Background: an optimization exercise with open tools, aiming at small area, a short achievable clock period and few clock cycles. Do not read the settings as production practice. Where RTL was checked, it was by simulation tests only, not by an equivalence proof against the original. Power is estimated from default activity; no workload was simulated.

== v38 ==
// poly2mono
module poly2mono #(
  parameter MAX_VOICE = 16
)(
  input  logic       clk,
  input  logic       reset_n,
  output logic       ready,
  input  logic       valid_in,
  input  logic       note_on_in,
  input  logic [6:0] note_num_in,
  input  logic [6:0] velocity_in,
  output logic       note_on_out,
  output logic [6:0] note_num_out,
  output logic [6:0] velocity_out
);
For scale: roughly 12,000 um^2 of cells after synthesis.
==> flow/config.mk <==
export PLATFORM = sky130hd
export DESIGN_NAME = poly2mono
export DESIGN_NICKNAME = poly2mono
export VERILOG_FILES = /design/flow/design.v
export SDC_FILE = /design/flow/constraint.sdc
export NUM_CORES = 4
export LEC_CHECK = 0
export CAP_MARGIN = 20
export CORE_MARGIN = 2
export CORE_UTILIZATION = 70
export CTS_CLUSTER_DIAMETER = 100
export CTS_CLUSTER_SIZE = 30
export SETUP_SLACK_MARGIN = 3.8
export SLEW_MARGIN = 20
export SYNTH_HIERARCHICAL = 1
export SYNTH_MINIMUM_KEEP_SIZE = 0
export TNS_END_PERCENT = 20
==> flow/constraint.sdc <==
create_clock -name core_clock -period 6.0 [get_ports {clk}]
set_input_delay 1.2000 -clock core_clock [delete_from_list [all_inputs] [get_ports {clk}]]
set_output_delay 1.2000 -clock core_clock [all_outputs]
set_load 0.01 [all_outputs]
run.sh (not shown) runs the stock make flow with config.mk's settings and CLKGATE_MAP_FILE= SYNTH_SCRIPT=/design/flow/synth_recipe.tcl, a recipe that flattens the netlist after the stock synthesis.
Testbench counts of v38, summed over its fixed seeds: cycles 24,000.
The inputs of v19 differ from those of v38 as listed below.
# v38
export LEC_CHECK = 0
export CAP_MARGIN = 20
export CORE_MARGIN = 2
export CORE_UTILIZATION = 70
export CTS_CLUSTER_DIAMETER = 100
export CTS_CLUSTER_SIZE = 30
export SETUP_SLACK_MARGIN = 3.8
export SLEW_MARGIN = 20
export SYNTH_HIERARCHICAL = 1
export SYNTH_MINIMUM_KEEP_SIZE = 0
export TNS_END_PERCENT = 20
create_clock -name core_clock -period 6.0 [get_ports {clk}]
# v19
export LEC_CHECK = 0
export CAP_MARGIN = 20
export CORE_MARGIN = 2
export CORE_UTILIZATION = 70
export CTS_CLUSTER_DIAMETER = 100
export CTS_CLUSTER_SIZE = 30
export SETUP_SLACK_MARGIN = 3.8
export SLEW_MARGIN = 20
export SYNTH_HIERARCHICAL = 1
export SYNTH_MINIMUM_KEEP_SIZE = 0
export TNS_END_PERCENT = 5
create_clock -name core_clock -period 6.0 [get_ports {clk}]
==> comparison <==
Having completed the whole flow, v19 delivered a layout that passed the timing, design-rule and antenna checks. The portion of total power attributed to combinational logic reported for v19 is smaller than that of v38 by 1.5 points. v19 ends up with a global-route total usage across every layer that is 4.8 points lower than in v38. Synthesis-to-finish area growth, v38 and v19: larger value in v38. Detail-routed via count per cell of v19 falls short of that of v38 by a few percent. v19: time the worst path needs with I/O delays and setup 0.11 ns below v38. In v19, detail-routed net length per standard cell is lower than in v38. Sort v38 and v19 by count of instances resized after the clock tree is built, descending, and v38 comes first.
The inputs of v53 differ from those of v19 as listed below.
# v19
export LEC_CHECK = 0
export CAP_MARGIN = 20
export CORE_MARGIN = 2
export CORE_UTILIZATION = 70
export CTS_CLUSTER_DIAMETER = 100
export CTS_CLUSTER_SIZE = 30
export SETUP_SLACK_MARGIN = 3.8
export SLEW_MARGIN = 20
export SYNTH_HIERARCHICAL = 1
export SYNTH_MINIMUM_KEEP_SIZE = 0
export TNS_END_PERCENT = 5
create_clock -name core_clock -period 6.0 [get_ports {clk}]
# v53
export LEC_CHECK = 0
export CAP_MARGIN = 20
export CORE_MARGIN = 2
export CORE_UTILIZATION = 75
export CTS_CLUSTER_DIAMETER = 100
export CTS_CLUSTER_SIZE = 30
export SETUP_SLACK_MARGIN = 3.8
export SLEW_MARGIN = 20
export SYNTH_HIERARCHICAL = 1
export SYNTH_MINIMUM_KEEP_SIZE = 0
export TNS_END_PERCENT = 5
create_clock -name core_clock -period 6.0 [get_ports {clk}]
### Flow results
- On sequential share of cell area, v19 and v53 are basically level.
- Final area: v53 vs v19 — no meaningful difference
- Of v19 and v53, the lower setup fix buffers added after clock tree synthesis belongs to v19.
- v19 -> v53: total met2 wirelength after detailed routing increased by a few percent
- v53 and v19 ended up with roughly the same total power consumption of the routed design.
- Looking at fmax across v19 and v53, the one that comes out lower is v53.
- v19 and v53 ended up with nearly the same hold slack.
- Worst setup slack after layout: v53 < v19
- The final core utilization reported for v53 is greater than that of v19 by 4.6 points.

* * *

run 1:
Another version of the RTL of poly2mono (not shown whole).
Size in the first run: about 1,200 cells after synthesis, ~12,000 sq um of cells after synthesis.
// poly2mono
module poly2mono #(
  parameter MAX_VOICE = 16
)(
  input  logic       clk,
  input  logic       reset_n,
  output logic       ready,
  input  logic       valid_in,
  input  logic       note_on_in,
  input  logic [6:0] note_num_in,
  input  logic [6:0] velocity_in,
  output logic       note_on_out,
  output logic [6:0] note_num_out,
  output logic [6:0] velocity_out
);
  localparam N = 16;
  logic       p_on, p_off;
  logic [6:0] p_note, p_vel;
  logic [6:0] e_note [0:N-1];
  logic [6:0] e_vel  [0:N-1];
  logic [4:0] cnt;
  logic [6:0] onote_r, ovel_r;
  logic [N-1:0] valid, match, pre;
  logic hit, full, push, rm, on_eff, rm_top;
  assign ready = 1'b1;
  always_ff @(posedge clk) begin
    p_on   <= reset_n & valid_in & note_on_in & (|velocity_in);
    p_off  <= reset_n & valid_in & ~(note_on_in & (|velocity_in));
    p_note <= note_num_in;
    p_vel  <= velocity_in;
  end
  always_comb begin
    for (int i = 0; i < N; i++) begin
      valid[i] = cnt > i;
      match[i] = valid[i] & (e_note[i] == p_note);
    end
    pre[0] = match[0];
    for (int i = 1; i < N; i++)
      pre[i] = pre[i-1] | match[i];
  end
  assign hit    = |match;
  assign full   = cnt[4];
  assign push   = p_on & ~hit & ~full;
  assign rm     = p_off & hit;
  assign on_eff = p_on & ~full;
  assign rm_top = p_off & match[0];
  logic [N-1:0] dn, ld, hold_n, hold_v;
  logic [6:0] nx_note [0:N-1];
  logic [6:0] nx_vel  [0:N-1];
  always_comb begin
    for (int i = 0; i < N; i++) begin
      dn[i]     = (i < N-1) & p_off & pre[i];
      ld[i]     = p_on & match[i];
      hold_n[i] = ~push & ~dn[i];
      hold_v[i] = ~push & ~dn[i] & ~ld[i];
    end
    nx_note[0] = ({7{push}} & p_note) | ({7{dn[0]}} & e_note[1]) | ({7{hold_n[0]}} & e_note[0]);
    nx_vel[0]  = ({7{push | ld[0]}} & p_vel) | ({7{dn[0]}} & e_vel[1]) | ({7{hold_v[0]}} & e_vel[0]);
    for (int i = 1; i < N-1; i++) begin
  ...
clock: 6.0 ns
lec_check: 0
cap_margin: 20
core_margin: 2
core_utilization: 40
setup_slack_margin: 0
slew_margin: 20
Input changes introduced in run 2 (baseline for comparison: run 1):
- SETUP_SLACK_MARGIN changed from 0 to 3
--- outcome ---
Run 2 has completed all stages; timing, DRC and antenna checks passed. Run 1 has a lower number of cells upsized or downsized after cts than run 2. Run 2 vs. run 1: cell area higher, source-to-sink clock delay at the later pin of the worst-skew pair stayed essentially flat. When run 2 is measured against run 1, its shortest clock period the worst path allows after layout turns out 1.33 ns lower. Going from run 1 to run 2, critical-path maximum fanout shows a reduction of 21, combinational power went up, sum of internal, switching and leakage power now larger, first-pass GRT wire length has increased. After detailed routing, run 1 needs less wire than run 2.
No run of this note included a check of the RTL's function; only the layout flow was run.

* * *

== P ==
poly2mono, a different RTL version from the one above (not shown whole).
Size in the first run: roughly 290 flip-flops, ~34 I/O pins, ~0.013 mm2 of cells after synthesis.
make LEC_CHECK=0 CAP_MARGIN=20 CORE_MARGIN=2 CORE_UTILIZATION=60 CTS_CLUSTER_DIAMETER=100 CTS_CLUSTER_SIZE=30 SETUP_SLACK_MARGIN=3.8 SLEW_MARGIN=20 TNS_END_PERCENT=5 finish   # period 6.0 ns
P did not stop at any stage, and its layout met the timing, design-rule and antenna checks.
Testbench counts of P, summed over its fixed seeds: cycles 24,000.
diff inputs: P => Q
- swapping 5 for 20 in TNS_END_PERCENT
==> results.txt <==
Diff P -> Q | cell count | increase of 0.83%. Delta (Q minus P): layout overhead on the synthesized area up 2.8 points; global-route usage up 1.3 points; non-clock buffer count up 16. From Q to P, total standard cell area after synthesis did not move at all. Summary: with P as the reference, largest net degree at the start of global routing in Q moved down slightly. Re final wirelength: Q is 2500 um up on P.
#### Input delta (R over Q)
- swapping 60 for 70 in CORE_UTILIZATION
- swapping 20 for 5 in TNS_END_PERCENT
### Flow results
- [diff] time the final worst path needs with I/O delays and setup, R relative to Q: regression
- [diff] total power, R relative to Q: improvement
- Between R and Q, the sequential cell area does not differ in any meaningful way.
- Diff Q -> R: critical path depth now sits higher, full die area now sits lower, relative slew slack now sits lower.
- As far as portion of the layout cell area used by clock cells is concerned, R and Q perform about the same.
- Compared R vs Q, and maximum operating frequency is down in R.
- First-pass GRT wire length (R vs. Q) decreases by a few percent
The following lists how S was set up differently from R:
- removing CTS_CLUSTER_SIZE (formerly 30)
- removing CTS_CLUSTER_DIAMETER (formerly 100)
- changing CORE_UTILIZATION from 70 to 60
- changing SETUP_SLACK_MARGIN from 3.8 to 4.0
--- outcome ---
S went all the way through the flow, and no timing, DRC or antenna check failed. Wire: S routes more than R. Relative to R, setup slack decreased by 0.043 ns in S. When S is set beside R, its area enclosed by the die boundary turns out to be 16% larger. R → S: ratio of final minimum period to clock period went up; count of placed standard cells in the final layout, fillers left out went up. S vs. R: multi-input combinational cell count about even; total design power rose about 23%. Against R, S reports a fraction of power spent switching nets that is lower.

* * *

poly2mono, a different RTL version from the one above (not shown whole).
Size: ~1400 cells after synthesis, roughly 260 flip-flops, roughly 34 I/O pins, roughly 12000 sq um of cells after synthesis.
make LEC_CHECK=0 CAP_MARGIN=20 CORE_MARGIN=2 CORE_UTILIZATION=40 SLEW_MARGIN=20 finish   # period 6.0 ns
The first run finished clean.
Then changed:
--- a/flow/config.mk
+++ b/flow/config.mk
@@ -9,3 +9,5 @@
 export CORE_MARGIN = 2
 export CORE_UTILIZATION = 40
+export SETUP_SLACK_MARGIN = 3.5
 export SLEW_MARGIN = 20
+export TNS_END_PERCENT = 5
Effect: The new run finished clean. Non-clock buffer count climbs by 67. Critical path depth climbs by 1. First-iteration DRC count went up by roughly a tenth. Sequential cell count does not change. Clock-buffer cell count grows by 13.
Function was not checked in any run of this note: the RTL went through the layout flow alone.

* * *

Setup of try-willow:
Another version of the RTL of poly2mono (not shown whole).
Size in the first run: about 1,400 cells after synthesis, roughly 290 flip-flops, ~13,000 um2 of cells after synthesis.
clock: 6.0 ns
lec_check: 0
cap_margin: 20
core_margin: 2
core_utilization: 70
cts_cluster_diameter: 100
cts_cluster_size: 30
setup_slack_margin: 3.8
slew_margin: 20
synth_hierarchical: 1
synth_minimum_keep_size: 0
tns_end_percent: 10
Testbench counts of try-willow, summed over its fixed seeds: cycles 24,000.
[inputs] try-zinc vs try-willow
- SETUP_SLACK_MARGIN: 3.8 -> 4.3
- TNS_END_PERCENT: 10 -> 5
--- outcome ---
There was hardly any difference in total power between try-zinc and try-willow. There was hardly any difference in utilization between try-willow and try-zinc. For try-willow, the slowest cell on the critical path was mux2_2, unlike try-zinc, where it was nor3_2. Of try-zinc and try-willow, the run reporting the higher first-iteration DRC count was try-zinc. try-zinc: full flow OK, the timing, design-rule and antenna checks passed. try-zinc reports a higher total iterations of the first detailed-routing run than try-willow does. try-willow → try-zinc: synthesis-to-layout area growth went up by 0.20 points, post-layout worst setup margin went up by 27 ps. Global-route usage down 0.30 points in try-zinc wrt try-willow. In try-zinc, the non-clock buffer count came out about 1.3% below the value in try-willow.
The following lists how try-yarrow was set up differently from try-zinc:
- SETUP_SLACK_MARGIN now 4.0, was 4.3
## What came out
Having completed the whole flow, try-yarrow delivered a layout that passed the timing, design-rule and antenna checks.
Re path length in cells of the critical path: try-yarrow is 2 down on try-zinc.
try-yarrow against try-zinc: final worst slack went up; worst-path maximum fanout now sits at about the same level.
[compare] base=try-zinc new=try-yarrow: met2 global-route usage roughly the same, overall die width flat, hold slack held steady, source-to-sink clock delay at the later pin of the worst-skew pair barely changed.
Of the two values seen for launching instance or port of the critical path, velocity_in[5] was produced by try-yarrow and note_num_in[0] by try-zinc.
Summary of try-yarrow over try-zinc: total power held steady, number of buffers and inverters on the critical path shrank by 1, wire length on met1 grew by 1.1%, routed wire length held steady.

* * *

Another version of the RTL of poly2mono (not shown whole).
Size in the first run: about 280 flip-flops, ~34 I/O pins, about 0.013 mm² of cells after synthesis.
Settings: LEC_CHECK=0, CAP_MARGIN=20, CORE_MARGIN=2, CORE_UTILIZATION=60, CTS_BUF_LIST=sky130_fd_sc_hd__clkbuf_4 sky130_fd_sc_hd__clkbuf_8, CTS_CLUSTER_SIZE=30, SETUP_SLACK_MARGIN=3.8, SLEW_MARGIN=20, TNS_END_PERCENT=5; clock period 6.0 ns.
The baseline finished clean.
Edit:
--- a/flow/config.mk
+++ b/flow/config.mk
@@ -9,6 +9,4 @@
 export CORE_MARGIN = 2
-export CORE_UTILIZATION = 60
-export CTS_BUF_LIST = sky130_fd_sc_hd__clkbuf_4 sky130_fd_sc_hd__clkbuf_8
-export CTS_CLUSTER_SIZE = 30
-export SETUP_SLACK_MARGIN = 3.8
+export CORE_UTILIZATION = 40
+export SETUP_SLACK_MARGIN = 3.2
 export SLEW_MARGIN = 20
Outcome:
- total power climbs by 1.8%
- clock skew stays flat
- design area falls by 1.3%
- maximum frequency falls by about 2%
- area after synthesis stays the same
- worst hold slack stays flat
- first-iteration DRC count went up by 12%
- core utilization decreases by 24 points
No run of this note included a check of the RTL's function; only the layout flow was run.

* * *

Setup of job 8415:
RTL: one of the versions met above, not the one the previous note started from.
Size: about 1400 cells after synthesis, ~290 flip-flops, roughly 34 I/O pins, about 13000 sq um of cells after synthesis.
==> flow/design.v (excerpt) <==
module poly2mono #(
  parameter MAX_VOICE = 16
)(
  input  logic       clk,
  input  logic       reset_n,
  output logic       ready,
  input  logic       valid_in,
  input  logic       note_on_in,
  input  logic [6:0] note_num_in,
  input  logic [6:0] velocity_in,
  output logic       note_on_out,
  output logic [6:0] note_num_out,
  output logic [6:0] velocity_out
);
  localparam N = 16;
  logic       p_on, p_off;
  logic [6:0] p_note, p_vel;
  logic [6:0] e_note [0:N-1];
  logic [6:0] e_vel  [0:N-1];
  logic [N-1:0] valid;    
  logic [N-1:0] m;
  logic hit_r;
  logic c_0, c_1, c_2, c_15, c_16;
  assign c_0  = ~valid[0];
  assign c_1  = valid[0] & ~valid[1];
  assign c_2  = valid[1] & ~valid[2];
  assign c_15 = valid[N-2] & ~valid[N-1];
  assign c_16 = valid[N-1];
  assign ready = 1'b1;
  logic [N-1:0] pre, dn, ld, hold_n, hold_v;
  logic hit, full, push, rm;
  logic [6:0] nx_note [0:N-1];
  logic [6:0] nx_vel  [0:N-1];
  logic [N-1:0] valid_nx;
  logic [N-1:0] pa, pb, pc;
  for (genvar i = 0; i < N; i++) begin : g_pre
    if (i >= 1) begin : g_a
      p2m_nor2  u_a (.a(m[i]), .b(m[i-1]), .y(pa[i]));
    end else begin : g_a0
      p2m_inv   u_a (.a(m[i]), .y(pa[i]));
    end
    if (i >= 2) begin : g_b
      p2m_nand2 u_b (.a(pa[i]), .b(pa[i-2]), .y(pb[i]));
    end else begin : g_b0
  ...
Settings: LEC_CHECK=0, CAP_MARGIN=20, CORE_MARGIN=2, CORE_UTILIZATION=70, CTS_CLUSTER_DIAMETER=100, CTS_CLUSTER_SIZE=30, SETUP_SLACK_MARGIN=3.6, SLEW_MARGIN=20, SYNTH_HIERARCHICAL=1, SYNTH_MINIMUM_KEEP_SIZE=0, TNS_END_PERCENT=5; clock period 6.0 ns.
Testbench counts of job 8415, summed over its fixed seeds: cycles 24,000.
## Diff of input files: job 7129 against job 8415
- SETUP_SLACK_MARGIN changed from 3.6 to 3.8
==> results.txt <==
In terms of internal portion of total power, job 8415 and job 7129 differ only marginally.
Job 7129 and job 8415 ended up with nearly the same footprint of the flip-flops and latches.
Slowest cell on the critical path: sky130_fd_sc_hd__clkdlybuf4s50_1 -> job 8415, sky130_fd_sc_hd__nor3_2 -> job 7129
Looking only at final worst-path cycle share, and setting everything else aside, the higher value of job 7129 and job 8415 goes to job 8415.
Lower met1 routing resource usage after global routing was reported by job 7129, not job 8415.

-- static timing again, ports no longer ideal --
In the flow no input, the clock included, has a driving cell. The finished layouts below were timed again as built, in two steps. Step 1, drivers: a clkbuf_16 drives clk and a buf_2 each remaining input, both assumed. Step 2 moves the port delays by t, midway between the first and last clock arrival at a register: inputs arrive t later, outputs are due t later. That takes back most of the time a late clock gives input paths. Three values: ideal ports, drivers, drivers and shift; two values: the first two.
| run | t, ns | setup slack, ns | worst slew at a driven data input, ns |
|---|---|---|---|
| v38 | 0.538 | 3.248 / 3.279 / 2.740 | 0.06 |
| v19 | 0.530 | 3.363 / 3.316 / 2.875 | 0.04 |
| v53 | 0.525 | 3.303 / 3.303 / 2.841 | 0.05 |
| run 1 | 0.585 | 1.048 / 0.998 / 1.583 | 0.04 |
| run 2 | 0.599 | 2.378 / 2.326 / 2.849 | 0.04 |
| P | 0.542 | 3.487 / 3.498 / 2.955 | 0.05 |
| Q | 0.536 | 3.557 / 3.557 / 3.039 | 0.06 |
| R | 0.526 | 3.535 / 3.542 / 3.016 | 0.05 |
| S | 0.607 | 3.492 / 3.479 / 2.912 | 0.05 |
| the first run of note 4 | 0.608 | 0.882 / 0.882 / 0.882 | 0.03 |
| the second run of note 4 | 0.597 | 2.394 / 2.394 / 1.919 | 0.03 |
| try-willow | 0.530 | 3.523 / 3.547 / 3.017 | 0.06 |
| try-zinc | 0.532 | 3.550 / 3.569 / 3.037 | 0.05 |
| try-yarrow | 0.532 | 3.560 / 3.591 / 3.059 | 0.05 |
| the first run of note 6 | 0.591 | 3.201 / 3.217 / 2.626 | 0.03 |
| the second run of note 6 | 0.603 | 3.143 / 3.143 / 2.613 | 0.03 |
| job 8415 | 0.530 | 3.402 / 3.353 / 2.994 | 0.04 |
| job 7129 | 0.530 | 3.554 / 3.573 / 3.042 | 0.06 |
After both steps setup and hold are still met in every run listed. For S, which loses most, drivers alone change the setup slack by -0.013 ns; drivers and shift together by -0.580 ns.
